This design comes from an exercise in tuning for small area, a short achievable clock period and few clock cycles on the open sky130 flow, not from production work.
Only simulation tests tie the RTL to the original design; equivalence was not proved.

## flow/design.v (module list and top-level ports; edited modules follow where they fit)
// module Multiplier: 9 lines
// module Adder: 7 lines
// module ReLU: 6 lines
// module Sigmoid_16: 54 lines
// module Neuron_ReLU: 117 lines
// module Neuron_Sigmoid: 119 lines
// module ArchCTRL: 83 lines
// module mul_cs: 225 lines
// module Architecture: 878 lines
module Architecture #(parameter NX = 6, parameter NH = 4, parameter BITS = 16) (
	input								clk,
	input								rst,
	input								TR,
	input								VL,
	input	[NX-1:0][BITS-1:0]			x,
	input	[BITS-1:0]					y,
	input	[BITS-1:0]					lr,
	output	[BITS-1:0]					yhat,
	output	[BITS-1:0]					Error,
	output								S_Train,
	output								S_Error,
	output	[NH-1:0][NX:0][BITS-1:0]	WH,
	output	[NH:0][BITS-1:0]			WO
);
  // ...
==> flow/flow/run.sh <==
#!/bin/bash
# The standard layout, with timing repair asked for 7 ns of setup slack
# (the clock and the constraints are the design's; only the repair effort differs).
set -euo pipefail
bash standard.sh SETUP_SLACK_MARGIN=7.0 finish > standard_flow.log 2>&1
==> flow/standard.sh <==
#!/bin/bash
# synth_recipe.tcl (not shown) runs the flow's synth.tcl, then flattens the netlist and writes it again
# the make line also repeats each setting of config.mk as NAME=value (left out here)
make -C /OpenROAD-flow-scripts/flow DESIGN_CONFIG=/design/flow/config.mk WORK_HOME=/design/flow/orfs CLKGATE_MAP_FILE= SYNTH_SCRIPT=/design/flow/synth_recipe.tcl "${@:-finish}"
==> flow/config.mk <==
export PLATFORM = sky130hd
export DESIGN_NAME = Architecture
export DESIGN_NICKNAME = Architecture
export VERILOG_FILES = /design/flow/design.v
export SDC_FILE = /design/flow/constraint.sdc
export NUM_CORES = 4
export LEC_CHECK = 0
export CAP_MARGIN = 40
export CELL_PAD_IN_SITES_DETAIL_PLACEMENT = 1
export CELL_PAD_IN_SITES_GLOBAL_PLACEMENT = 2
export CORE_MARGIN = 2
export CORE_UTILIZATION = 30
export PLACE_DENSITY = 0.5
export SLEW_MARGIN = 60
==> flow/constraint.sdc <==
create_clock -name core_clock -period 12.0 [get_ports {clk}]
set_input_delay 2.4000 -clock core_clock [delete_from_list [all_inputs] [get_ports {clk}]]
set_output_delay 2.4000 -clock core_clock [all_outputs]
set_load 0.01 [all_outputs]
==> results.json, run 1 <==
{
  "status": "no timing/DRC/antenna violations",
  "yosysTopAreaCell": "dfxtp_1",
  "grt_max_degree": 83,
  "worstPathMaxFanout": 4,
  "slew_violations": 0,
  "grt_pass1_vias": 101200,
  "maxCapViolations": 0,
  "hold_buffers": 0,
  "final_common_cell": "nand2_1",
  "fin_util": 0.3613,
  "placed_cells_incl_taps": 17370,
  "final_cell_mix": "nand2_1, inv_1, fa_1",
  "ant_nets": 0,
  "final_cells": 17840,
  "routed.top_layer": "met5",
  "syn_avg_cell_area_sq_um": 9.394,
  "r2r_cells": 14,
  "layout-area-overhead-vs-synth_pct": 19.90,
  "portBuffers": 663,
  "fin_crit_sh": 0.4320,
  "regMostFlops": "R",
  "initialDrtViolationCount": 9097,
  "drive_above_1_share": 0.1090,
  "rsz0062_at_grt": "yes",
  "antenna_found_initial": 67,
  "viasPerCell": 5.442,
  "cp_data_required_time_ns": 12.64,
  "fmax_mhz": 192.9,
  "crit_path_max_incr_delay_ns": 0.56,
  "stdcell_area_sq_um": 136900
}
Testbench counts, summed over its fixed seeds: cycles 25,928.
==> run 2, diff against run 1 <==
--- a/flow/design.v
+++ b/flow/design.v
@@ -663,72 +663,66 @@
 		end
 	end
 endfunction
 reg [19:0] s;			 
 reg        mode_tr;		 
 reg        frot;		 
 reg        fwd2;		 
 reg        rot;			 
-reg        pW;			 
 wire start = TR | VL;
 integer n;
 always @(posedge clk) begin
 	if (rst) begin
 		s <= 20'd1;
 		mode_tr <= 1'b0;
 		frot <= 1'b0;
 		fwd2 <= 1'b0;
 		rot <= 1'b0;
-		pW <= 1'b0;
 	end
 	else begin
 		s[0] <= !start && (s[0] || s[19] || (s[7] && !mode_tr));
 		s[1] <= start;
 		for (n = 1; n < 19; n = n + 1)
 			s[n+1] <= !start && s[n] && (n != 7 || mode_tr);
 		if (start)
 			mode_tr <= TR;
 		frot <= start || (!start && (s[1] || s[2] || s[3]));
 		fwd2 <= !start && (s[1] || s[2] || s[3]);
-		rot  <= !start && (s[13] || s[15] || s[16] || s[17]);
-		pW   <= !start && (s[11] || s[12] || s[14]);
+		rot  <= !start && (s[13] || s[14] || s[16] || s[17]);
 	end
 end
 assign S_Train = s[19];
 assign S_Error = s[7] && !mode_tr;
 reg xs0, xs1, xs2;
 always @(posedge clk) begin
 	if (rst) begin
 		xs0 <= 1'b1;
 		xs1 <= 1'b0;
 		xs2 <= 1'b0;
 	end
 	else begin
 		xs0 <= (!start && (s[0] || s[19] || (s[7] && !mode_tr))) || (!start && s[9]);
 		xs1 <= start || (!start && s[10]);
-		xs2 <= !start && (s[1] || s[12]);
+		xs2 <= !start && (s[1] || s[13]);
 	end
 end
 wire [BITS-1:0] x_ma_next =
 	({BITS{xs0}} & x[0]) |
 	({BITS{xs1}} & x[2]) |
 	({BITS{xs2}} & x[4]);
 wire [BITS-1:0] x_mb_next =
 	({BITS{xs0}} & x[1]) |
 	({BITS{xs1}} & x[3]) |
 	({BITS{xs2}} & x[5]);
 wire x_sel = xs0 | xs1 | xs2;
-wire [23:0] enc_xa = benc(x_ma_next);
-wire [23:0] enc_xb = benc(x_mb_next);
-wire [23:0] enc_lr = benc(lr);
-wire [23:0] enc_ga = x_sel ? enc_xa : enc_lr;
-wire [23:0] enc_gb = x_sel ? enc_xb : enc_lr;
+wire [BITS-1:0] b_ga = x_sel ? x_ma_next : lr;
+wire [BITS-1:0] b_gb = x_sel ? x_mb_next : lr;
 reg [BITS-1:0] WO0;
-reg [BITS-1:0] xor_z, d;		 
+reg [BITS-1:0] zo, d;
 reg            yneg, err;
 wire [NH-1:0][BITS-1:0] sa_all, ca_all;
 wire [NH-1:0]           cya_all;
 wire [NH-1:0][BITS-1:0] sb_all, cb_all;
 wire [NH-1:0]           cyb_all;
 	wire fs_s0 = WO0[0] ^ sa_all[0][0] ^ ca_all[0][0];
 	wire fs_c0 = (WO0[0] & sa_all[0][0]) | (ca_all[0][0] & (WO0[0] ^ sa_all[0][0]));
 	wire fs_s1 = sa_all[1][0] ^ ca_all[1][0] ^ sa_all[2][0];
@@ -954,25 +948,25 @@
 	wire [15:0] fs_r0 = {fs_c103, fs_c96, fs_c89, fs_c82, fs_c75, fs_c68, fs_c61, fs_c54, fs_c47, fs_c40, fs_c33, fs_c26, fs_c19, fs_s18, fs_s11, fs_s4};
 	wire [15:0] fs_r1 = {fs_s110, fs_s103, fs_s96, fs_s89, fs_s82, fs_s75, fs_s68, fs_s61, fs_s54, fs_s47, fs_s40, fs_s33, fs_s26, fs_s19, fs_s12, fs_s5};
 	wire [15:0] zsum = fs_r0 + fs_r1;
 reg [BITS-1:0] yr;
 always @(posedge clk)
 	yr <= y;
 always @(posedge clk) begin
 	if (s[6]) begin
-		xor_z <= zsum ^ {16{zsum[BITS-1]}};
+		zo <= zsum;
 		yneg <= zsum[BITS-1];
 		err <= zsum[BITS-1] ? (yr != 16'h0000) : (yr != 16'h0100);
 	end
 end
 assign yhat  = yneg ? 16'h0000 : 16'h0100;
 assign Error = {15'd0, err};
-wire        zneg = yneg;
-wire [15:0] xo = xor_z;
+wire        zneg = zo[BITS-1];
+wire [15:0] xo = zo ^ {16{zneg}};
 wire        c7 = zneg & (&xo[6:0]);			 
 wire        hi_nz = |xo[15:11];
 reg  [5:0]  sm0, sm1, sm;
 reg  [8:0]  sc0, sc1, sc;
 function [14:0] segtab;
 	input [4:0] k;
 	begin
 		if (k == 5'd0) segtab = {6'h3f, 9'h080};
@@ -1239,146 +1233,148 @@
 always @(posedge clk) begin
 	if (rst)
 		WO0 <= WO_INIT[BITS-1:0];
 	else if (s[11])
 		WO0 <= wo0_new;
 end
 assign WO[0] = WO0;
 reg [NH-1:0][7:0][BITS-1:0] R;
-reg [NH-1:0][BITS-1:0] accr, dhr, m1r, par, pbr;
+reg [NH-1:0][BITS-1:0] accr, dhr, m1r;
 reg [NH-1:0][BITS-1:0] MAr, MBr;				 
-reg [NH-1:0][23:0] enc_a, enc_b;
+reg [NH-1:0][BITS-1:0] MAb, MBb;				 
 reg [NH-1:0][BITS-1:0] sar, car, sbr, cbr;		 
 reg [NH-1:0] cyar, cybr;
 genvar i;
 generate
 	for (i = 0; i < NH; i = i + 1) begin : lane
 		wire [BITS-1:0] a = accr[i][BITS-1] ? 16'h0000 : accr[i];
 		always @(posedge clk) begin
-			enc_a[i] <= (s[4] | s[8]) ? benc(s[4] ? R[i][1] : a) : enc_ga;
-			enc_b[i] <= s[8] ? benc(R[i][7]) : enc_gb;
+			MAb[i] <= s[4] ? R[i][7] : s[8] ? a : b_ga;
+			MBb[i] <= s[8] ? R[i][5] : b_gb;
 		end
 		wire [BITS-1:0] ma_a = MAr[i];
 		wire [BITS-1:0] mb_a = MBr[i];
 		wire [15:0] sa_c, ca_c, sb_c, cb_c;
 		wire        cya_c, cyb_c;
-		mul_cs mul_a (.a(ma_a), .enc(enc_a[i]), .s(sa_c), .c(ca_c), .cy(cya_c));
-		mul_cs mul_b (.a(mb_a), .enc(enc_b[i]), .s(sb_c), .c(cb_c), .cy(cyb_c));
+		wire [23:0] enc_a = benc(MAb[i]);
+		wire [23:0] enc_b = benc(MBb[i]);
+		mul_cs mul_a (.a(ma_a), .enc(enc_a), .s(sa_c), .c(ca_c), .cy(cya_c));
+		mul_cs mul_b (.a(mb_a), .enc(enc_b), .s(sb_c), .c(cb_c), .cy(cyb_c));
 		always @(posedge clk) begin
 			sar[i] <= sa_c;
 			car[i] <= ca_c;
 			cyar[i] <= cya_c;
 			sbr[i] <= sb_c;
 			cbr[i] <= cb_c;
 			cybr[i] <= cyb_c;
 		end
 		wire [15:0] sa = sar[i], ca = car[i], sb = sbr[i], cb = cbr[i];
 		wire        cya = cyar[i], cyb = cybr[i];
 		assign sa_all[i] = sa;
 		assign ca_all[i] = ca;
 		assign cya_all[i] = cya;
 		assign sb_all[i] = sb;
 		assign cb_all[i] = cb;
 		assign cyb_all[i] = cyb;
-		wire [BITS-1:0] f_x = s[2] ? R[i][4] : accr[i];
-		wire lf_s0 = sa[0] ^ ca[0] ^ sb[0];
-		wire lf_c0 = (sa[0] & ca[0]) | (sb[0] & (sa[0] ^ ca[0]));
-		wire lf_s1 = cb[0] ^ cya ^ cyb;
-		wire lf_c1 = (cb[0] & cya) | (cyb & (cb[0] ^ cya));
-		wire lf_s2 = f_x[0] ^ lf_s0 ^ lf_s1;
-		wire lf_c2 = (f_x[0] & lf_s0) | (lf_s1 & (f_x[0] ^ lf_s0));
-		wire lf_s3 = sa[1] ^ ca[1] ^ sb[1];
-		wire lf_c3 = (sa[1] & ca[1]) | (sb[1] & (sa[1] ^ ca[1]));
-		wire lf_s4 = cb[1] ^ lf_c0 ^ lf_c1;
-		wire lf_c4 = (cb[1] & lf_c0) | (lf_c1 & (cb[1] ^ lf_c0));
-		wire lf_s5 = f_x[1] ^ lf_s3 ^ lf_c2;
-		wire lf_c5 = (f_x[1] & lf_s3) | (lf_c2 & (f_x[1] ^ lf_s3));
-		wire lf_s6 = sa[2] ^ ca[2] ^ sb[2];
-		wire lf_c6 = (sa[2] & ca[2]) | (sb[2] & (sa[2] ^ ca[2]));
-		wire lf_s7 = cb[2] ^ lf_c3 ^ f_x[2];
-		wire lf_c7 = (cb[2] & lf_c3) | (f_x[2] & (cb[2] ^ lf_c3));
+		wire [BITS-1:0] f_x = accr[i];
+		wire lf_s0 = f_x[0] ^ sa[0] ^ ca[0];
+		wire lf_c0 = (f_x[0] & sa[0]) | (ca[0] & (f_x[0] ^ sa[0]));
+		wire lf_s1 = sb[0] ^ cb[0] ^ cya;
+		wire lf_c1 = (sb[0] & cb[0]) | (cya & (sb[0] ^ cb[0]));
+		wire lf_s2 = cyb ^ lf_s0 ^ lf_s1;
+		wire lf_c2 = (cyb & lf_s0) | (lf_s1 & (cyb ^ lf_s0));
+		wire lf_s3 = f_x[1] ^ sa[1] ^ ca[1];
+		wire lf_c3 = (f_x[1] & sa[1]) | (ca[1] & (f_x[1] ^ sa[1]));
+		wire lf_s4 = sb[1] ^ cb[1] ^ lf_c0;
+		wire lf_c4 = (sb[1] & cb[1]) | (lf_c0 & (sb[1] ^ cb[1]));
+		wire lf_s5 = lf_c1 ^ lf_s3 ^ lf_c2;
+		wire lf_c5 = (lf_c1 & lf_s3) | (lf_c2 & (lf_c1 ^ lf_s3));
+		wire lf_s6 = f_x[2] ^ sa[2] ^ ca[2];
+		wire lf_c6 = (f_x[2] & sa[2]) | (ca[2] & (f_x[2] ^ sa[2]));
+		wire lf_s7 = sb[2] ^ cb[2] ^ lf_c3;
+		wire lf_c7 = (sb[2] & cb[2]) | (lf_c3 & (sb[2] ^ cb[2]));
 		wire lf_s8 = lf_s6 ^ lf_c4 ^ lf_s7;
 		wire lf_c8 = (lf_s6 & lf_c4) | (lf_s7 & (lf_s6 ^ lf_c4));
-		wire lf_s9 = sa[3] ^ ca[3] ^ sb[3];
-		wire lf_c9 = (sa[3] & ca[3]) | (sb[3] & (sa[3] ^ ca[3]));
-		wire lf_s10 = cb[3] ^ lf_c6 ^ f_x[3];
-		wire lf_c10 = (cb[3] & lf_c6) | (f_x[3] & (cb[3] ^ lf_c6));
+		wire lf_s9 = f_x[3] ^ sa[3] ^ ca[3];
+		wire lf_c9 = (f_x[3] & sa[3]) | (ca[3] & (f_x[3] ^ sa[3]));
+		wire lf_s10 = sb[3] ^ cb[3] ^ lf_c6;
+		wire lf_c10 = (sb[3] & cb[3]) | (lf_c6 & (sb[3] ^ cb[3]));
 		wire lf_s11 = lf_s9 ^ lf_c7 ^ lf_s10;
 		wire lf_c11 = (lf_s9 & lf_c7) | (lf_s10 & (lf_s9 ^ lf_c7));
-		wire lf_s12 = sa[4] ^ ca[4] ^ sb[4];
-		wire lf_c12 = (sa[4] & ca[4]) | (sb[4] & (sa[4] ^ ca[4]));
-		wire lf_s13 = cb[4] ^ lf_c9 ^ f_x[4];
-		wire lf_c13 = (cb[4] & lf_c9) | (f_x[4] & (cb[4] ^ lf_c9));
+		wire lf_s12 = f_x[4] ^ sa[4] ^ ca[4];
+		wire lf_c12 = (f_x[4] & sa[4]) | (ca[4] & (f_x[4] ^ sa[4]));
+		wire lf_s13 = sb[4] ^ cb[4] ^ lf_c9;
+		wire lf_c13 = (sb[4] & cb[4]) | (lf_c9 & (sb[4] ^ cb[4]));
 		wire lf_s14 = lf_s12 ^ lf_c10 ^ lf_s13;
 		wire lf_c14 = (lf_s12 & lf_c10) | (lf_s13 & (lf_s12 ^ lf_c10));
-		wire lf_s15 = sa[5] ^ ca[5] ^ sb[5];
-		wire lf_c15 = (sa[5] & ca[5]) | (sb[5] & (sa[5] ^ ca[5]));
-		wire lf_s16 = cb[5] ^ lf_c12 ^ f_x[5];
-		wire lf_c16 = (cb[5] & lf_c12) | (f_x[5] & (cb[5] ^ lf_c12));
+		wire lf_s15 = f_x[5] ^ sa[5] ^ ca[5];
+		wire lf_c15 = (f_x[5] & sa[5]) | (ca[5] & (f_x[5] ^ sa[5]));
+		wire lf_s16 = sb[5] ^ cb[5] ^ lf_c12;
+		wire lf_c16 = (sb[5] & cb[5]) | (lf_c12 & (sb[5] ^ cb[5]));
 		wire lf_s17 = lf_s15 ^ lf_c13 ^ lf_s16;
 		wire lf_c17 = (lf_s15 & lf_c13) | (lf_s16 & (lf_s15 ^ lf_c13));
-		wire lf_s18 = sa[6] ^ ca[6] ^ sb[6];
-		wire lf_c18 = (sa[6] & ca[6]) | (sb[6] & (sa[6] ^ ca[6]));
-		wire lf_s19 = cb[6] ^ lf_c15 ^ f_x[6];
-		wire lf_c19 = (cb[6] & lf_c15) | (f_x[6] & (cb[6] ^ lf_c15));
+		wire lf_s18 = f_x[6] ^ sa[6] ^ ca[6];
+		wire lf_c18 = (f_x[6] & sa[6]) | (ca[6] & (f_x[6] ^ sa[6]));
+		wire lf_s19 = sb[6] ^ cb[6] ^ lf_c15;
+		wire lf_c19 = (sb[6] & cb[6]) | (lf_c15 & (sb[6] ^ cb[6]));
 		wire lf_s20 = lf_s18 ^ lf_c16 ^ lf_s19;
 		wire lf_c20 = (lf_s18 & lf_c16) | (lf_s19 & (lf_s18 ^ lf_c16));
-		wire lf_s21 = sa[7] ^ ca[7] ^ sb[7];
-		wire lf_c21 = (sa[7] & ca[7]) | (sb[7] & (sa[7] ^ ca[7]));
-		wire lf_s22 = cb[7] ^ lf_c18 ^ f_x[7];
-		wire lf_c22 = (cb[7] & lf_c18) | (f_x[7] & (cb[7] ^ lf_c18));
+		wire lf_s21 = f_x[7] ^ sa[7] ^ ca[7];
+		wire lf_c21 = (f_x[7] & sa[7]) | (ca[7] & (f_x[7] ^ sa[7]));
+		wire lf_s22 = sb[7] ^ cb[7] ^ lf_c18;
+		wire lf_c22 = (sb[7] & cb[7]) | (lf_c18 & (sb[7] ^ cb[7]));
 		wire lf_s23 = lf_s21 ^ lf_c19 ^ lf_s22;
 		wire lf_c23 = (lf_s21 & lf_c19) | (lf_s22 & (lf_s21 ^ lf_c19));
-		wire lf_s24 = sa[8] ^ ca[8] ^ sb[8];
-		wire lf_c24 = (sa[8] & ca[8]) | (sb[8] & (sa[8] ^ ca[8]));
-		wire lf_s25 = cb[8] ^ lf_c21 ^ f_x[8];
-		wire lf_c25 = (cb[8] & lf_c21) | (f_x[8] & (cb[8] ^ lf_c21));
+		wire lf_s24 = f_x[8] ^ sa[8] ^ ca[8];
+		wire lf_c24 = (f_x[8] & sa[8]) | (ca[8] & (f_x[8] ^ sa[8]));
+		wire lf_s25 = sb[8] ^ cb[8] ^ lf_c21;
+		wire lf_c25 = (sb[8] & cb[8]) | (lf_c21 & (sb[8] ^ cb[8]));
 		wire lf_s26 = lf_s24 ^ lf_c22 ^ lf_s25;
 		wire lf_c26 = (lf_s24 & lf_c22) | (lf_s25 & (lf_s24 ^ lf_c22));
-		wire lf_s27 = sa[9] ^ ca[9] ^ sb[9];
-		wire lf_c27 = (sa[9] & ca[9]) | (sb[9] & (sa[9] ^ ca[9]));
-		wire lf_s28 = cb[9] ^ lf_c24 ^ f_x[9];
-		wire lf_c28 = (cb[9] & lf_c24) | (f_x[9] & (cb[9] ^ lf_c24));
+		wire lf_s27 = f_x[9] ^ sa[9] ^ ca[9];
+		wire lf_c27 = (f_x[9] & sa[9]) | (ca[9] & (f_x[9] ^ sa[9]));
+		wire lf_s28 = sb[9] ^ cb[9] ^ lf_c24;
+		wire lf_c28 = (sb[9] & cb[9]) | (lf_c24 & (sb[9] ^ cb[9]));
 		wire lf_s29 = lf_s27 ^ lf_c25 ^ lf_s28;
 		wire lf_c29 = (lf_s27 & lf_c25) | (lf_s28 & (lf_s27 ^ lf_c25));
-		wire lf_s30 = sa[10] ^ ca[10] ^ sb[10];
-		wire lf_c30 = (sa[10] & ca[10]) | (sb[10] & (sa[10] ^ ca[10]));
-		wire lf_s31 = cb[10] ^ lf_c27 ^ f_x[10];
-		wire lf_c31 = (cb[10] & lf_c27) | (f_x[10] & (cb[10] ^ lf_c27));
+		wire lf_s30 = f_x[10] ^ sa[10] ^ ca[10];
+		wire lf_c30 = (f_x[10] & sa[10]) | (ca[10] & (f_x[10] ^ sa[10]));
+		wire lf_s31 = sb[10] ^ cb[10] ^ lf_c27;
+		wire lf_c31 = (sb[10] & cb[10]) | (lf_c27 & (sb[10] ^ cb[10]));
 		wire lf_s32 = lf_s30 ^ lf_c28 ^ lf_s31;
 		wire lf_c32 = (lf_s30 & lf_c28) | (lf_s31 & (lf_s30 ^ lf_c28));
-		wire lf_s33 = sa[11] ^ ca[11] ^ sb[11];
-		wire lf_c33 = (sa[11] & ca[11]) | (sb[11] & (sa[11] ^ ca[11]));
-		wire lf_s34 = cb[11] ^ lf_c30 ^ f_x[11];
-		wire lf_c34 = (cb[11] & lf_c30) | (f_x[11] & (cb[11] ^ lf_c30));
+		wire lf_s33 = f_x[11] ^ sa[11] ^ ca[11];
+		wire lf_c33 = (f_x[11] & sa[11]) | (ca[11] & (f_x[11] ^ sa[11]));
+		wire lf_s34 = sb[11] ^ cb[11] ^ lf_c30;
+		wire lf_c34 = (sb[11] & cb[11]) | (lf_c30 & (sb[11] ^ cb[11]));
 		wire lf_s35 = lf_s33 ^ lf_c31 ^ lf_s34;
 		wire lf_c35 = (lf_s33 & lf_c31) | (lf_s34 & (lf_s33 ^ lf_c31));
-		wire lf_s36 = sa[12] ^ ca[12] ^ sb[12];
-		wire lf_c36 = (sa[12] & ca[12]) | (sb[12] & (sa[12] ^ ca[12]));
-		wire lf_s37 = cb[12] ^ lf_c33 ^ f_x[12];
-		wire lf_c37 = (cb[12] & lf_c33) | (f_x[12] & (cb[12] ^ lf_c33));
+		wire lf_s36 = f_x[12] ^ sa[12] ^ ca[12];
+		wire lf_c36 = (f_x[12] & sa[12]) | (ca[12] & (f_x[12] ^ sa[12]));
+		wire lf_s37 = sb[12] ^ cb[12] ^ lf_c33;
+		wire lf_c37 = (sb[12] & cb[12]) | (lf_c33 & (sb[12] ^ cb[12]));
 		wire lf_s38 = lf_s36 ^ lf_c34 ^ lf_s37;
 		wire lf_c38 = (lf_s36 & lf_c34) | (lf_s37 & (lf_s36 ^ lf_c34));
-		wire lf_s39 = sa[13] ^ ca[13] ^ sb[13];
-		wire lf_c39 = (sa[13] & ca[13]) | (sb[13] & (sa[13] ^ ca[13]));
-		wire lf_s40 = cb[13] ^ lf_c36 ^ f_x[13];
-		wire lf_c40 = (cb[13] & lf_c36) | (f_x[13] & (cb[13] ^ lf_c36));
+		wire lf_s39 = f_x[13] ^ sa[13] ^ ca[13];
+		wire lf_c39 = (f_x[13] & sa[13]) | (ca[13] & (f_x[13] ^ sa[13]));
+		wire lf_s40 = sb[13] ^ cb[13] ^ lf_c36;
+		wire lf_c40 = (sb[13] & cb[13]) | (lf_c36 & (sb[13] ^ cb[13]));
 		wire lf_s41 = lf_s39 ^ lf_c37 ^ lf_s40;
 		wire lf_c41 = (lf_s39 & lf_c37) | (lf_s40 & (lf_s39 ^ lf_c37));
-		wire lf_s42 = sa[14] ^ ca[14] ^ sb[14];
-		wire lf_c42 = (sa[14] & ca[14]) | (sb[14] & (sa[14] ^ ca[14]));
-		wire lf_s43 = cb[14] ^ lf_c39 ^ f_x[14];
-		wire lf_c43 = (cb[14] & lf_c39) | (f_x[14] & (cb[14] ^ lf_c39));
+		wire lf_s42 = f_x[14] ^ sa[14] ^ ca[14];
+		wire lf_c42 = (f_x[14] & sa[14]) | (ca[14] & (f_x[14] ^ sa[14]));
+		wire lf_s43 = sb[14] ^ cb[14] ^ lf_c39;
+		wire lf_c43 = (sb[14] & cb[14]) | (lf_c39 & (sb[14] ^ cb[14]));
 		wire lf_s44 = lf_s42 ^ lf_c40 ^ lf_s43;
 		wire lf_c44 = (lf_s42 & lf_c40) | (lf_s43 & (lf_s42 ^ lf_c40));
-		wire lf_s45 = sa[15] ^ ca[15] ^ sb[15];
-		wire lf_c45 = (sa[15] & ca[15]) | (sb[15] & (sa[15] ^ ca[15]));
-		wire lf_s46 = cb[15] ^ lf_c42 ^ f_x[15];
-		wire lf_c46 = (cb[15] & lf_c42) | (f_x[15] & (cb[15] ^ lf_c42));
+		wire lf_s45 = f_x[15] ^ sa[15] ^ ca[15];
+		wire lf_c45 = (f_x[15] & sa[15]) | (ca[15] & (f_x[15] ^ sa[15]));
+		wire lf_s46 = sb[15] ^ cb[15] ^ lf_c42;
+		wire lf_c46 = (sb[15] & cb[15]) | (lf_c42 & (sb[15] ^ cb[15]));
 		wire lf_s47 = lf_s45 ^ lf_c43 ^ lf_s46;
 		wire lf_c47 = (lf_s45 & lf_c43) | (lf_s46 & (lf_s45 ^ lf_c43));
 		wire [15:0] lf_r0 = {lf_c44, lf_c41, lf_c38, lf_c35, lf_c32, lf_c29, lf_c26, lf_c23, lf_c20, lf_c17, lf_c14, lf_c11, lf_c8, lf_c5, lf_s4, lf_s2};
 		wire [15:0] lf_r1 = {lf_s47, lf_s44, lf_s41, lf_s38, lf_s35, lf_s32, lf_s29, lf_s26, lf_s23, lf_s20, lf_s17, lf_s14, lf_s11, lf_s8, lf_s5, 1'b0};
 		wire [15:0] sumf = lf_r0 + lf_r1;
 		wire [BITS-1:0] s_x = {BITS{rot}} & R[i][1];
 		wire ls_s0 = sb[0] ^ cb[0] ^ cyb;
 		wire ls_c0 = (sb[0] & cb[0]) | (cyb & (sb[0] ^ cb[0]));
@@ -1450,57 +1446,57 @@
 		wire lp_c15 = (sa[15] & ca[15]) | (v_g[15] & (sa[15] ^ ca[15]));
 		wire [15:0] lp_r0 = {lp_c14, lp_c13, lp_c12, lp_c11, lp_c10, lp_c9, lp_c8, lp_c7, lp_c6, lp_c5, lp_c4, lp_c3, lp_c2, lp_c1, lp_c0, v_g[0]};
 		wire [15:0] lp_r1 = {lp_s15, lp_s14, lp_s13, lp_s12, lp_s11, lp_s10, lp_s9, lp_s8, lp_s7, lp_s6, lp_s5, lp_s4, lp_s3, lp_s2, lp_s1, lp_s0};
 		wire [15:0] pa = lp_r0 + lp_r1;
 		wire [BITS-1:0] a_next  = sumf[BITS-1] ? 16'h0000 : sumf;
 		wire [BITS-1:0] dh_next = accr[i][BITS-1] ? 16'h0000 : sum3;
 		always @(posedge clk) begin
 			MAr[i] <= ({BITS{s[0]}}                & R[i][0]) |
-			          ({BITS{s[1] | s[2]}}         & R[i][2]) |
+			          ({BITS{s[1]}}                & R[i][2]) |
+			          ({BITS{s[2]}}                & R[i][4]) |
 			          ({BITS{s[4]}}                & a_next) |
 			          ({BITS{s[8]}}                & dnew) |
 			          ({BITS{s[10]}}               & dh_next) |
-			          ({BITS{s[11] | s[13] | s[16]}} & dhr[i]) |
-			          ({BITS{s[12] | s[15]}}       & pa) |
-			          ({BITS{s[14]}}               & par[i]);
+			          ({BITS{s[11] | s[14] | s[15]}} & dhr[i]) |
+			          ({BITS{s[12] | s[13] | s[16]}} & pa);
 			MBr[i] <= ({BITS{s[0]}}                & R[i][1]) |
-			          ({BITS{s[1] | s[2]}}         & R[i][3]) |
+			          ({BITS{s[1]}}                & R[i][3]) |
+			          ({BITS{s[2]}}                & R[i][5]) |
 			          ({BITS{s[8]}}                & dnew) |
 			          ({BITS{(i == 0) && s[9]}}    & d) |
 			          ({BITS{s[10]}}               & dh_next) |
-			          ({BITS{s[11] | s[13]}}       & dhr[i]) |
-			          ({BITS{s[12] | s[15]}}       & sum3) |
-			          ({BITS{s[14]}}               & pbr[i]) |
-			          ({BITS{s[16]}}               & m1r[i]);
+			          ({BITS{s[11] | s[14]}}       & dhr[i]) |
+			          ({BITS{s[12] | s[13] | s[16]}} & sum3) |
+			          ({BITS{s[15]}}               & m1r[i]);
 		end
 		always @(posedge clk) begin
-			if (fwd2)
+			if (s[1])
+				accr[i] <= R[i][4];
+			else if (fwd2)
 				accr[i] <= sumf;
 			if (s[10]) begin
 				m1r[i] <= pa;
 				dhr[i] <= accr[i][BITS-1] ? 16'h0000 : sum3;
 			end
-			if (pW) begin
-				par[i] <= pa;
-				pbr[i] <= sum3;
-			end
 		end
 		integer k;
 		always @(posedge clk) begin
 			if (rst) begin
-				for (k = 0; k < NX; k = k + 1)
+				for (k = 0; k < 4; k = k + 1)
 					R[i][k] <= WH_INIT[(i*(NX+1)+k+1)*BITS +: BITS];
-				R[i][6] <= WH_INIT[(i*(NX+1))*BITS +: BITS];
-				R[i][7] <= WO_INIT[(i+1)*BITS +: BITS];
+				R[i][4] <= WH_INIT[(i*(NX+1))*BITS +: BITS];
+				R[i][5] <= WO_INIT[(i+1)*BITS +: BITS];
+				R[i][6] <= WH_INIT[(i*(NX+1)+5)*BITS +: BITS];
+				R[i][7] <= WH_INIT[(i*(NX+1)+6)*BITS +: BITS];
 			end
 			else if (rot | frot) begin
 				for (k = 0; k < 6; k = k + 1)
 					R[i][k] <= R[i][k+2];
 				R[i][6] <= frot ? R[i][0] : pa;
 				R[i][7] <= frot ? R[i][1] : sum3;
 			end
 		end
-		assign WH[i] = {R[i][5:0], R[i][6]};
-		assign WO[i+1] = R[i][7];
+		assign WH[i] = {R[i][7], R[i][6], R[i][3], R[i][2], R[i][1], R[i][0], R[i][4]};
+		assign WO[i+1] = R[i][5];
 	end
 endgenerate
 endmodule  
==> run 2 against run 1 <==
- non-clock buffer count down 18
- hold slack worse by 0.025 ns
- sequential share of layout area down 2.9 points
- largest cell class unchanged
- final cell count down 2.2%
==> results.json, run 2 <==
{
  "rsz0062_at_grt": "yes",
  "critPathTopFamily": "adder cells",
  "nNetsFinal": 14180,
  "drive_above_1_share": 0.1030,
  "final_cell_mix": "inv_1, nand2_1, fa_1",
  "fin_crit_sh": 0.4166,
  "setup_viol": 0,
  "overflow": 0,
  "ys_async_sr_fraction": 0,
  "dr.pass1.iters": 9,
  "synth_commonest_cells": "inv_1, nand2_1, fa_1",
  "critPathBufInv": 6,
  "viasPerCell": 5.454,
  "cts_buffers": 181,
  "path_class": "register to register",
  "clk_root_buffer_cell": "clkbuf_16",
  "antenna_found_initial": 79,
  "worstPathMaxFanout": 11,
  "yosys-top-cells-area": "fa_1, dfxtp_1, edfxtp_1, xnor2_1, ha_1",
  "cts.htree.levels": 4,
  "crit_path_max_incr_delay_ns": 0.55,
  "grt_max_degree": 81,
  "fp-row-count": 221,
  "core_sq_um": 362000,
  "yosys_warnings": 1,
  "tns_ns": 0,
  "grtUsageTotal": 0.3238,
  "fmax_mhz": 200.1,
  "syn-cell-area_sq_um": 109000,
  "syn_avg_cell_area_sq_um": 9.081,
  "slew_violations": 0,
  "ys.flop_type": "dfxtp_1",
  "synth_edf_count": 244,
  "avgRoutedWirePerCell_microns": 34.78,
  "vias": 95110,
  "cpMostUsedCell": "fa_1",
  "grt_pass1_wl_mm": 832.1,
  "regMostFlops": "R",
  "tightestPinTransition_ns": 0.7762,
  "cp_data_required_time_ns": 12.67,
  "setup.worst_path.start_class": "register",
  "stdcell_area_sq_um": 130600,
  "die_h_microns": 606.7,
  "final_hold_viol_count": 0,
  "place_congestion": 0.9023,
  "final_common_cell": "inv_1",
  "status": "no timing/DRC/antenna violations",
  "syn_inst": 12000,
  "ant_nets": 0,
  "portBuffers": 663,
  "cts.clk_slew.worst_paths_ns": 0.07,
  "dp_hpwl_mm": 469.0,
  "arrival_ns": 5.67,
  "tritoncts": "done",
  "finClkSkew_ns": 0.05519,
  "maxCapViolations": 0,
  "synth.distinct_cells": 94,
  "place_area_sq_um": 123500,
  "hp-class": "register to register",
  "die_x_microns": 606.7,
  "num_io_pins": 694,
  "synth_seq_cells": 1335,
  "netlist.area_leader.share": 0.2041,
  "placed_cells_incl_taps": 17000,
  "start_util": 0.3010,
  "crit_chain": "buf_12, buf_16, or4b_4, nor2_4, buf_4, nand2_1, a21oi_1, o21ai_1, buf_6, buf_4, or2_1, fa_1, inv_2, fa_1, fa_1, ha_2, a2111oi_4, o21ai_1, o21a_1",
  "max_slew_margin": 0.4825,
  "largest_register_ff_count": 512,
  "die-area_sq_um": 368000,
  "layout-area-overhead-vs-synth_pct": 19.90,
  "grt_pass1_vias": 98650,
  "yosysTopAreaCell": "fa_1",
  "ys_seq_area_frac": 0.2677,
  "drc": 0,
  "finalWirelength_mm": 606.4,
  "crit_path_end_kind": "register",
  "clockBufferDepth": 4,
  "cts_sinks": 1335,
  "clk_latency_ns": 0.91,
  "synth_most_common_cell": "inv_1",
  "slowest_stage": "fa_1",
  "initialDrtViolationCount": 8976,
  "hold_buffers": 0,
  "min_period_ns": 4.999,
  "final_cells": 17440
}
run 2: changes by cell type after synthesis, sizes merged, moves of 43 or more:
cell / previous run / this run
edfxtp: 372 / 244
xnor2: 810 / 763
a21o: 70 / 129
a21oi: 502 / 610
dfxtp: 1156 / 1091
mux2i: 134 / 71
nand4: 78 / 20
nand3b: 8 / 51
a22oi: 961 / 811
nor2b: 99 / 190
run 2: cells by family after synthesis:
| logic type | count (synthesis) | synth area share |
|---|---|---|
| and+or+nand+nor | 2802 | 0.1166 |
| xor gates and xnor gates | 1247 | 0.1005 |
| buffers and inverters | 2317 | 0.08119 |
| other | 2 | 0.00006893 |
| muxes | 92 | 0.008727 |
| adders and majority gates | 1615 | 0.2620 |
| AOI/OAI and AO/OA | 2588 | 0.1632 |
| DFF | 1335 | 0.2677 |
run 2: per-layer routing:
layer,vias up,track usage,share of wire
li1,40890,-,-
met1,50400,0.4255,0.43
met2,3109,0.5361,0.47
met3,687,0.04145,0.051
met4,20,0.1320,0.044
met5,-,0,0.00028
run 2: cell type report:
type / instances / area (sq um)
Fill cell: 40950 / 231300
Multi-Input combinational cell: 8378 / 72950
Sequential cell: 1335 / 29440
Timing Repair Buffer: 1098 / 10760
Tap cell: 4794 / 5998
Inverter: 1434 / 5410
Clock buffer: 255 / 5090
Clock inverter: 76 / 825.8
Antenna cell: 67 / 167.7
run 2: what timing repair did:
action                     in CTS  in global routing
setup endpoints to repair      85                 65
gates cloned                    4                  0
gates resized for setup        50                 54
pin swaps                       8                 16
buffers inserted               18                  8
run 2: worst register-to-register path, cell delays in order, from the launching register on:
cell,delay (ns)
edfxtp_1,0.40
buf_12,0.13
buf_16,0.14
or4b_4,0.54
nor2_4,0.16
buf_4,0.23
nand2_1,0.09
a21oi_1,0.16
o21ai_1,0.09
buf_6,0.15
buf_4,0.14
or2_1,0.24
fa_1,0.54
inv_2,0.05
fa_1,0.55
fa_1,0.44
ha_2,0.23
a2111oi_4,0.27
o21ai_1,0.11
o21a_1,0.12
run 2: worst paths after layout:
path	from	end	slack, ns	cells after the start
max	yneg	sgc	7.00	19
min	s[5]	s[6]	0.43	1
max reg2reg	yneg	sgc	7.00	19
min reg2reg	s[5]	s[6]	0.43	1
run 2: through the flow:
stage	hold slack (ns)	setup WS, ns	util
global placement	0.4133	5.313	0.3341
global route	0.4490	6.780	0.3607
finish	0.4298	7.001	0.3609
floorplan	0.4057	7.058	-
CTS	0.4316	6.851	0.3590
detailed placement	0.4167	5.641	0.3413
Testbench counts of run 2, summed over its fixed seeds: cycles 25,928.
==> run 3, diff against run 2 <==
==> flow/flow/run.sh (replaced) <==
#!/bin/bash
# The standard layout, with timing repair asked for 7.5 ns of setup slack
# (the clock and the constraints are the design's; only the repair effort differs).
set -euo pipefail
bash standard.sh SETUP_SLACK_MARGIN=7.5 finish > standard_flow.log 2>&1
==> run 3 against run 2 <==
- still clean
- final cell count rose by 0.56%
- area after synthesis did not move
- clock skew rose by 0.0047 ns
- die area did not move
- via count rose by 0.31%
- sequential share of layout area barely moved
- synthesized cell count did not move
- critical endpoint unchanged
- largest cell class unchanged
- highest routed layer unchanged
==> results.json, run 3 <==
{
  "status": "no timing/DRC/antenna violations",
  "globalRouteMet1Util": 0.4264,
  "avgRoutedWirePerCell_microns": 34.63,
  "finalWirelength_mm": 607.2,
  "setup.worst_path.start_class": "register",
  "core_sq_um": 362000,
  "viasPerCell": 5.441,
  "syn-cell-area_sq_um": 109000,
  "crit_path_end_kind": "register",
  "vias": 95410,
  "overflow": 0,
  "fp-row-count": 221,
  "slew_violations": 0,
  "min_period_ns": 4.741,
  "r2r_setup_slack_ns": 7.26,
  "synth_seq_cells": 1335,
  "grt_max_degree": 94,
  "finClkSkew_ns": 0.05987,
  "hp-class": "register to register",
  "ys_seq_area_frac": 0.2677,
  "final_cell_mix": "inv_1, nand2_1, fa_1",
  "cts.htree.levels": 4,
  "crit_chain": "buf_12, buf_16, or4b_4, nor2_4, buf_6, o311a_1, o21ai_0, nand3_4, nor2_1, fa_1, fa_1, inv_2, fa_1, inv_2, ha_4, a2111oi_2, o21ai_1, o21a_1",
  "yosys_warnings": 1,
  "drc": 0,
  "fin_util": 0.3665,
  "dr.pass1.iters": 9,
  "ys.flop_type": "dfxtp_1",
  "synth_most_common_cell": "inv_1",
  "syn_avg_cell_area_sq_um": 9.081,
  "clockBufferDepth": 4,
  "ant_nets": 0,
  "ys_async_sr_fraction": 0,
  "synth.distinct_cells": 94,
  "regMostFlops": "R",
  "dp_hpwl_mm": 468.0,
  "antenna_found_initial": 80,
  "clk_root_buffer_cell": "clkbuf_16",
  "netlist.area_leader.share": 0.2041,
  "cts.clk_slew.worst_paths_ns": 0.07,
  "hold_buffers": 0,
  "cts_sinks": 1335,
  "num_io_pins": 694,
  "synth_edf_count": 244,
  "syn_inst": 12000,
  "crit_path_end": "sgc",
  "cts_buffers": 184,
  "cp_data_required_time_ns": 12.65,
  "grt_pass1_wl_mm": 831.8,
  "r2r_cells": 18,
  "grt_pass1_vias": 98690,
  "clk_latency_ns": 0.93,
  "synth_commonest_cells": "inv_1, nand2_1, fa_1",
  "rsz0062_at_grt": "yes",
  "portBuffers": 663,
  "final_hold_viol_count": 0,
  "final_common_cell": "inv_1",
  "crit_path_max_incr_delay_ns": 0.52,
  "tightestPinTransition_ns": 0.6579,
  "yosys-top-cells-area": "fa_1, dfxtp_1, edfxtp_1, xnor2_1, ha_1",
  "drive_above_1_share": 0.1362,
  "start_util": 0.3010,
  "fin_crit_sh": 0.3951,
  "nNetsFinal": 14250,
  "layout-area-overhead-vs-synth_pct": 21.76,
  "die_h_microns": 606.7,
  "max_slew_margin": 0.5614,
  "initialDrtViolationCount": 8879,
  "busiest_layer": "met2",
  "place_congestion": 0.9079,
  "grtUsageTotal": 0.3234,
  "tritoncts": "done",
  "largest_register_ff_count": 512,
  "maxCapViolations": 0,
  "crit_start": "yneg",
  "slowest_stage": "fa_1",
  "die_x_microns": 606.7,
  "reg2reg_to": "sgc",
  "cpMostUsedCell": "fa_1",
  "nFillCells": 40730,
  "use_met3": 0.03811,
  "setup_viol": 0,
  "use_met2": 0.5336,
  "r2r-start": "yneg",
  "tns_ns": 0,
  "fmax_mhz": 210.9,
  "path_class": "register to register",
  "die-area_sq_um": 368000,
  "yosysTopAreaCell": "fa_1",
  "worstPathMaxFanout": 5,
  "arrival_ns": 5.39
}
run 3: cell counts after synthesis:
Identical to the previous run, type by type.
run 3: per-layer routing:
layer | vias to the layer above | part of all wire
li1 | 41040 | -
met1 | 50530 | 0.43
met2 | 3139 | 0.47
met3 | 687 | 0.051
met4 | 10 | 0.046
met5 | - | 0.00012
run 3: final cells by class:
type	count	area (sq um)	area share
well taps	4794	5998	0.04521
multi-input cells	8379	73550	0.5544
flip-flops and latches	1335	29900	0.2254
clock inverters	60	681.9	0.005140
inverters	1434	5403	0.04073
clock buffers	274	5494	0.04141
repair buffers	1173	11410	0.08603
diodes	86	215.2	0.001622
run 3: stage by stage:
stage          setup slack [ns]  instances  cell area (sq um)  hold slack (ns)
2_1_floorplan             7.432      12030             109200           0.4057
3_3_place_gp              5.897      16860             120800           0.4118
3_5_place_dp              6.370      17000             123500           0.4218
4_1_cts                   7.255      17400             131300           0.4362
5_1_grt                   6.987      17510             132600           0.4712
6_report                  7.259      17540             132700           0.4447
run 3: worst min path at each step:
stage	start	to	slack [ns]	depth (start not counted)
after floorplan	s[18]	s[19]	0.41	1
after global placement	s[5]	s[6]	0.41	1
after detailed placement	s[18]	s[19]	0.42	1
after CTS	s[18]	s[19]	0.44	1
after global routing	s[5]	s[6]	0.47	1
final	s[5]	s[6]	0.44	1
run 3: worst max-delay path: cells and delay by family (launching register included):
family / cells / cell delay (ns)
fa+ha+maj: 4 / 1.78
compound gates: 5 / 0.84
simple gates: 4 / 0.95
buf+inv: 5 / 0.50
flops: 1 / 0.39
run 3: repair_timing:
| item | in CTS | in global routing |
|---|---|---|
| buffers inserted | 60 | 45 |
| endpoints found under the setup margin | 408 | 121 |
| pin swaps | 49 | 67 |
| gates cloned | 3 | 3 |
| gates resized for setup | 444 | 144 |
run 3: cell families (layout without fill, tap and decap cells):
| group | Yosys count | after routing | synth area share |
|---|---|---|---|
| XOR/XNOR | 1247 | 1247 | 0.1005 |
| adder cells (fa/ha/maj) | 1615 | 1615 | 0.2620 |
| buffers and inverters | 2317 | 2941 | 0.08119 |
| other | 2 | 120 | 0.00006893 |
| AO/OA/AOI/OAI | 2588 | 2588 | 0.1632 |
| flip-flops | 1335 | 1335 | 0.2677 |
| AND/OR/NAND/NOR | 2802 | 2803 | 0.1166 |
| multiplexers | 92 | 92 | 0.008727 |
==> run 4, diff against run 3 <==
==> flow/flow/run.sh (replaced) <==
#!/bin/bash
# The standard layout, with timing repair asked for 8.0 ns of setup slack
# (the clock and the constraints are the design's; only the repair effort differs).
set -euo pipefail
bash standard.sh SETUP_SLACK_MARGIN=8.0 finish > standard_flow.log 2>&1
==> run 4 against run 3 <==
- first-iteration DRC count rose by 7.7%
- cell area rose by 6.1%
- critical path depth rose by 2
- clock skew rose by 0.0058 ns
==> results.json, run 4 <==
{
  "ys_seq_area_frac": 0.2677,
  "layout-area-overhead-vs-synth_pct": 29.21,
  "cp_data_required_time_ns": 12.67,
  "hp-class": "register to register",
  "clockBufferDepth": 4,
  "syn_inst": 12000,
  "worst-path-stages": 20,
  "max_slew_margin": 0.5390,
  "ys_async_sr_fraction": 0,
  "cts_sinks": 1335,
  "yosys_warnings": 1,
  "path_class": "register to register",
  "largest_register_ff_count": 512,
  "vias": 98220,
  "tritoncts": "done",
  "die_h_microns": 606.7,
  "reg2reg_to": "sgc",
  "final_hold_viol_count": 0,
  "drc": 0,
  "min_period_ns": 4.768,
  "finalWirelength_mm": 633.2,
  "crit_chain": "buf_6, buf_16, or4_4, o21ai_4, buf_6, buf_6, buf_4, o311ai_4, buf_6, or2_2, fa_1, inv_1, fa_1, inv_1, fa_1, inv_1, ha_4, a2111oi_2, o21ai_1, o21a_1",
  "crit_path_end_kind": "register",
  "yosysTopAreaCell": "fa_1",
  "fin_crit_sh": 0.3973,
  "synth_seq_cells": 1335,
  "fp-row-count": 221,
  "die_x_microns": 606.7,
  "arrival_ns": 5.44,
  "slew_violations": 0,
  "critPathBufInv": 9,
  "netlist.area_leader.share": 0.2041,
  "synth_edf_count": 244,
  "finClkSkew_ns": 0.06572,
  "regMostFlops": "R",
  "initialDrtViolationCount": 9562,
  "avgRoutedWirePerCell_microns": 35.09,
  "place_congestion": 0.9208,
  "viasPerCell": 5.443,
  "ys.flop_type": "dfxtp_1",
  "hold_depth": 1,
  "cpMostUsedCell": "buf_6",
  "maxCapViolations": 0,
  "synth_most_common_cell": "inv_1",
  "crit_start": "yneg",
  "num_io_pins": 694,
  "nFillCells": 40450,
  "critPathTopFamily": "adder cells",
  "r2r_setup_slack_ns": 7.23,
  "nNetsFinal": 14790,
  "cts.htree.levels": 4,
  "yosys-top-cells-area": "fa_1, dfxtp_1, edfxtp_1, xnor2_1, ha_1",
  "status": "no timing/DRC/antenna violations",
  "clk_latency_ns": 0.96,
  "overflow": 0,
  "syn_avg_cell_area_sq_um": 9.081,
  "syn-cell-area_sq_um": 109000,
  "tightestPinTransition_ns": 0.6906,
  "grt_max_degree": 94,
  "r2r_cells": 20,
  "grt_pass1_wl_mm": 863.5,
  "drive_above_1_share": 0.2582,
  "die-area_sq_um": 368000,
  "tns_ns": 0,
  "final_cell_mix": "nand2_1, inv_1, fa_1",
  "dp_hpwl_mm": 472.2,
  "core_sq_um": 362000,
  "crit_path_max_incr_delay_ns": 0.44,
  "placed_cells_incl_taps": 17000,
  "clk_root_buffer_cell": "clkbuf_16",
  "final_common_cell": "nand2_1",
  "antenna_found_initial": 89,
  "worstPathMaxFanout": 5,
  "crit_path_end": "sgc",
  "final_cells": 18040,
  "slowest_stage": "edfxtp_1",
  "cts_buffers": 182,
  "grtUsageTotal": 0.3366,
  "fmax_mhz": 209.7,
  "grt_pass1_vias": 101900,
  "ant_nets": 0,
  "cts.clk_slew.worst_paths_ns": 0.06,
  "synth.distinct_cells": 94,
  "rsz0062_at_grt": "yes",
  "dr.pass1.iters": 10,
  "setup.worst_path.start_class": "register",
  "start_util": 0.3010,
  "setup_viol": 0,
  "hold_buffers": 0,
  "r2r-start": "yneg",
  "synth_commonest_cells": "inv_1, nand2_1, fa_1",
  "portBuffers": 663
}
run 4: worst min-delay path by stage:
stage,from,to,slack [ns]
final,s[18],s[19],0.44
after global routing,s[18],s[19],0.45
after CTS,s[18],s[19],0.44
after detailed placement,s[18],s[19],0.43
after global placement,s[5],s[6],0.41
after floorplan,s[18],s[19],0.41
run 4: kinds of logic after synthesis:
group	synth area share
AND/OR/NAND/NOR	0.1166
AO/OA/AOI/OAI	0.1632
buffers and inverters	0.08119
adder cells (fa/ha/maj)	0.2620
flip-flops	0.2677
XOR/XNOR	0.1005
multiplexers	0.008727
other	0.00006893
run 4: metal layers:
layer	up-vias	GRT usage	part of all wire	routed length, microns
met5	-	0	0.00015	93
met4	14	0.1569	0.054	34370
met3	769	0.03923	0.053	33630
met2	3365	0.5552	0.47	298200
met1	51920	0.4390	0.42	266900
li1	42150	-	-	-
run 4: repair_timing:
item,4_1_cts,5_1_grt
pin swaps,207,189
buffers inserted,525,104
cloned,11,4
gates resized for setup,3433,334
endpoints found under the setup margin,825,271
run 4: area by class of cell:
type	count	area, sq um	share of cell area
Multi-Input combinational cell	8379	76040	0.5401
Sequential cell	1335	31220	0.2218
Timing Repair Buffer	1714	15710	0.1116
Tap cell	4794	5998	0.04261
Inverter	1434	5444	0.03867
Clock buffer	246	5181	0.03680
Clock inverter	85	1054	0.007483
Antenna cell	56	140.1	0.0009954
run 4: through the flow:
step / hold WS [ns] / area [sq um] / worst slack [ns] / utilization
6_report: 0.4384 / 140800 / 7.232 / 0.3889
5_1_grt: 0.4456 / 140700 / 7.035 / 0.3888
4_1_cts: 0.4415 / 137800 / 7.228 / 0.3807
3_5_place_dp: 0.4281 / 123700 / 6.020 / 0.3418
3_3_place_gp: 0.4146 / 121100 / 5.649 / 0.3344
2_1_floorplan: 0.4057 / 109500 / 7.432 / -
==> run 5, diff against run 4 <==
==> flow/flow/run.sh (replaced) <==
#!/bin/bash
# The standard layout, with timing repair asked for 8.5 ns of setup slack
# (the clock and the constraints are the design's; only the repair effort differs).
set -euo pipefail
bash standard.sh SETUP_SLACK_MARGIN=8.5 finish > standard_flow.log 2>&1
==> run 5 against run 4 <==
- global-route usage is 0.80 points higher
- count of clock-buffer cells in the layout is 24 higher
- final cell count is 3.9% higher
- largest cell class unchanged
- still clean
==> results.json, run 5 <==
{
  "hp-class": "register to register",
  "tritoncts": "done",
  "worstPathMaxFanout": 5,
  "cts.htree.levels": 4,
  "viasPerCell": 5.429,
  "r2r_setup_slack_ns": 7.12,
  "synth_compound_area_frac": 0.1632,
  "tightestPinTransition_ns": 0.7939,
  "nFillCells": 39870,
  "regMostFlops": "R",
  "largest_register_ff_count": 512,
  "layout-area-overhead-vs-synth_pct": 41.79,
  "max_slew_margin": 0.4708,
  "hold_depth": 1,
  "multi_input_area_sq_um": 80620,
  "cts_sinks": 1335,
  "yosys-top-cells-area": "fa_1, dfxtp_1, edfxtp_1, xnor2_1, ha_1",
  "area.sequential_sq_um": 31620,
  "final_common_cell": "nand2_1",
  "syn_inst": 12000,
  "portBuffers": 663,
  "overflow": 0,
  "ys.flop_type": "dfxtp_1",
  "avgRoutedWirePerCell_microns": 34.73,
  "slowest_stage": "fa_1",
  "clk_root_buffer_cell": "clkbuf_16",
  "grtUsageTotal": 0.3445,
  "yosysTopAreaCell": "fa_1",
  "hold_buffers": 0,
  "vias": 101800,
  "initialDrtViolationCount": 8563,
  "r2r_cells": 21,
  "use_met3": 0.04796,
  "min_period_ns": 4.877,
  "reg2reg_to": "sgc",
  "antenna_found_initial": 55,
  "slew_violations": 0,
  "synth_most_common_cell": "inv_1",
  "cp_data_required_time_ns": 12.65,
  "min_from": "s[5]",
  "synthAdderAreaFrac": 0.2620,
  "fp-row-count": 221,
  "synth_mux_area_frac": 0.008727,
  "setup_viol": 0,
  "yosys_warnings": 1,
  "nNetsFinal": 15520,
  "dp_hpwl_mm": 467.0,
  "critPathTopFamily": "adder cells",
  "dr.pass1.iters": 10,
  "drive_above_1_share": 0.3522,
  "fin_crit_sh": 0.4064,
  "syn_avg_cell_area_sq_um": 9.081,
  "place_congestion": 0.9110,
  "synth_commonest_cells": "inv_1, nand2_1, fa_1",
  "use_met2": 0.5595,
  "clockBufferDepth": 4,
  "die_x_microns": 606.7,
  "num_io_pins": 694,
  "final_cell_mix": "nand2_1, inv_1, buf_4",
  "crit_path_max_incr_delay_ns": 0.53,
  "drc": 0,
  "cts.clk_slew.worst_paths_ns": 0.06,
  "maxCapViolations": 0,
  "path_class": "register to register",
  "finalWirelength_mm": 650.9,
  "crit_path_end_kind": "register",
  "tns_ns": 0,
  "synth_seq_cells": 1335,
  "synth_edf_count": 244,
  "fmax_mhz": 205.1,
  "busiest_layer": "met2",
  "globalRouteMet1Util": 0.4511,
  "rsz0062_at_grt": "yes",
  "die_h_microns": 606.7,
  "status": "no timing/DRC/antenna violations",
  "die-area_sq_um": 368000,
  "core_sq_um": 362000,
  "start_util": 0.3010,
  "clk_latency_ns": 0.94,
  "setup.worst_path.start_class": "register",
  "arrival_ns": 5.53,
  "critPathBufInv": 6,
  "ys_async_sr_fraction": 0,
  "ant_nets": 0,
  "finClkSkew_ns": 0.04893,
  "final_hold_viol_count": 0,
  "grt_pass1_wl_mm": 884.7,
  "netlist.area_leader.share": 0.2041,
  "syn-cell-area_sq_um": 109000,
  "synth_xor_area_frac": 0.1005,
  "crit_chain": "buf_6, buf_12, or4b_4, nor2_4, nor2_4, a21oi_2, nor2_2, nor4_2, o21ai_1, buf_6, buf_4, nor2_2, ha_1, fa_1, inv_1, fa_1, inv_1, ha_1, a2111oi_2, o21ai_1, o21a_1",
  "synth_top_family_by_area": "adder cells",
  "synth.distinct_cells": 94,
  "cts_buffers": 184,
  "r2r-start": "yneg",
  "grt_pass1_vias": 105400,
  "ys_seq_area_frac": 0.2677,
  "yosys.area_share.simple": 0.1166,
  "fin_util": 0.4268,
  "holdPathEnd": "s[6]",
  "grt_max_degree": 77
}
==> run 5: cell counts after synthesis <==
No cell type changed its count.
==> run 5: kinds of logic after synthesis <==
| kind of cell | Yosys count |
|---|---|
| AND/OR/NAND/NOR | 2802 |
| buffers and inverters | 2317 |
| multiplexers | 92 |
| AO/OA/AOI/OAI | 2588 |
| flip-flops | 1335 |
| XOR/XNOR | 1247 |
| other | 2 |
| adder cells (fa/ha/maj) | 1615 |
==> run 5: per-layer routing <==
metal  wire length (microns)  up-vias
met2                  301100     3452
li1                        -    43530
met4                   37420       16
met1                  275000    53780
met3                   37210      977
met5                     113        -
==> run 5: final cells by class <==
class                      count  area share
inverter                    1434     0.03547
sequential                  1335      0.2047
tap                         4794     0.03883
timing repair buffer        2440      0.1584
multi-input combinational   8380      0.5219
antenna                       20   0.0003239
clock buffer                 270     0.03529
clock inverter                69    0.005118
==> run 5: worst max-delay path by stage <==
stage / startpoint / endpoint / slack (ns) / cells after the start
floorplan: yneg / sgc / 7.43 / 18
global placement: yneg / sgc / 6.34 / 17
CTS: yneg / sgc / 7.19 / 20
finish: yneg / sgc / 7.12 / 21
global route: yneg / sgc / 6.86 / 21
detailed placement: yneg / sgc / 6.54 / 19
==> run 5: per-stage QoR <==
stage	hold WS, ns	cell area (sq um)	instances	setup WS, ns
finish	0.4301	154500	18740	7.123
global route	0.4442	154500	18730	6.859
CTS	0.4331	147700	18350	7.185
detailed placement	0.4150	124200	16990	6.544
global placement	0.4157	121700	16880	6.345
floorplan	0.4057	110300	12030	7.432
==> run 5: repair_timing <==
action                                  in CTS  in global routing
gates cloned                                27                 12
pin swaps                                  416                570
endpoints found under the hold margin        0                  0
gates resized for setup                   5173                848
setup buffers                              992                342
endpoints found under the setup margin    1157               1088

re-timing with driven ports:
The results above use ideal ports. As a check the final layouts listed here were re-extracted and re-timed, cells and wires unchanged. Step 1 (the two cells are an assumption about what drives the block):
set clk [get_ports {clk}]
set_driving_cell -lib_cell sky130_fd_sc_hd__clkbuf_16 $clk
set_driving_cell -lib_cell sky130_fd_sc_hd__buf_2 [delete_from_list [all_inputs] $clk]
Step 2, shift: input delay + t, output delay - t, t = (earliest + latest rising clock arrival at the registers) / 2. This alone moves slack from input paths to output paths. Three values: ideal, step 1, step 2; two values: the first two.
run	t (ns)	setup slack, ns	cell pins on the clock port's net
run 1	1.074	6.817 / 6.817 / 6.817	1
run 2	1.011	7.001 / 7.001 / 7.001	1
run 3	1.010	7.259 / 7.259 / 7.259	1
run 4	1.035	7.232 / 7.232 / 7.232	1
run 5	1.026	7.123 / 7.123 / 7.123	1
After both steps every run listed still meets setup and hold.
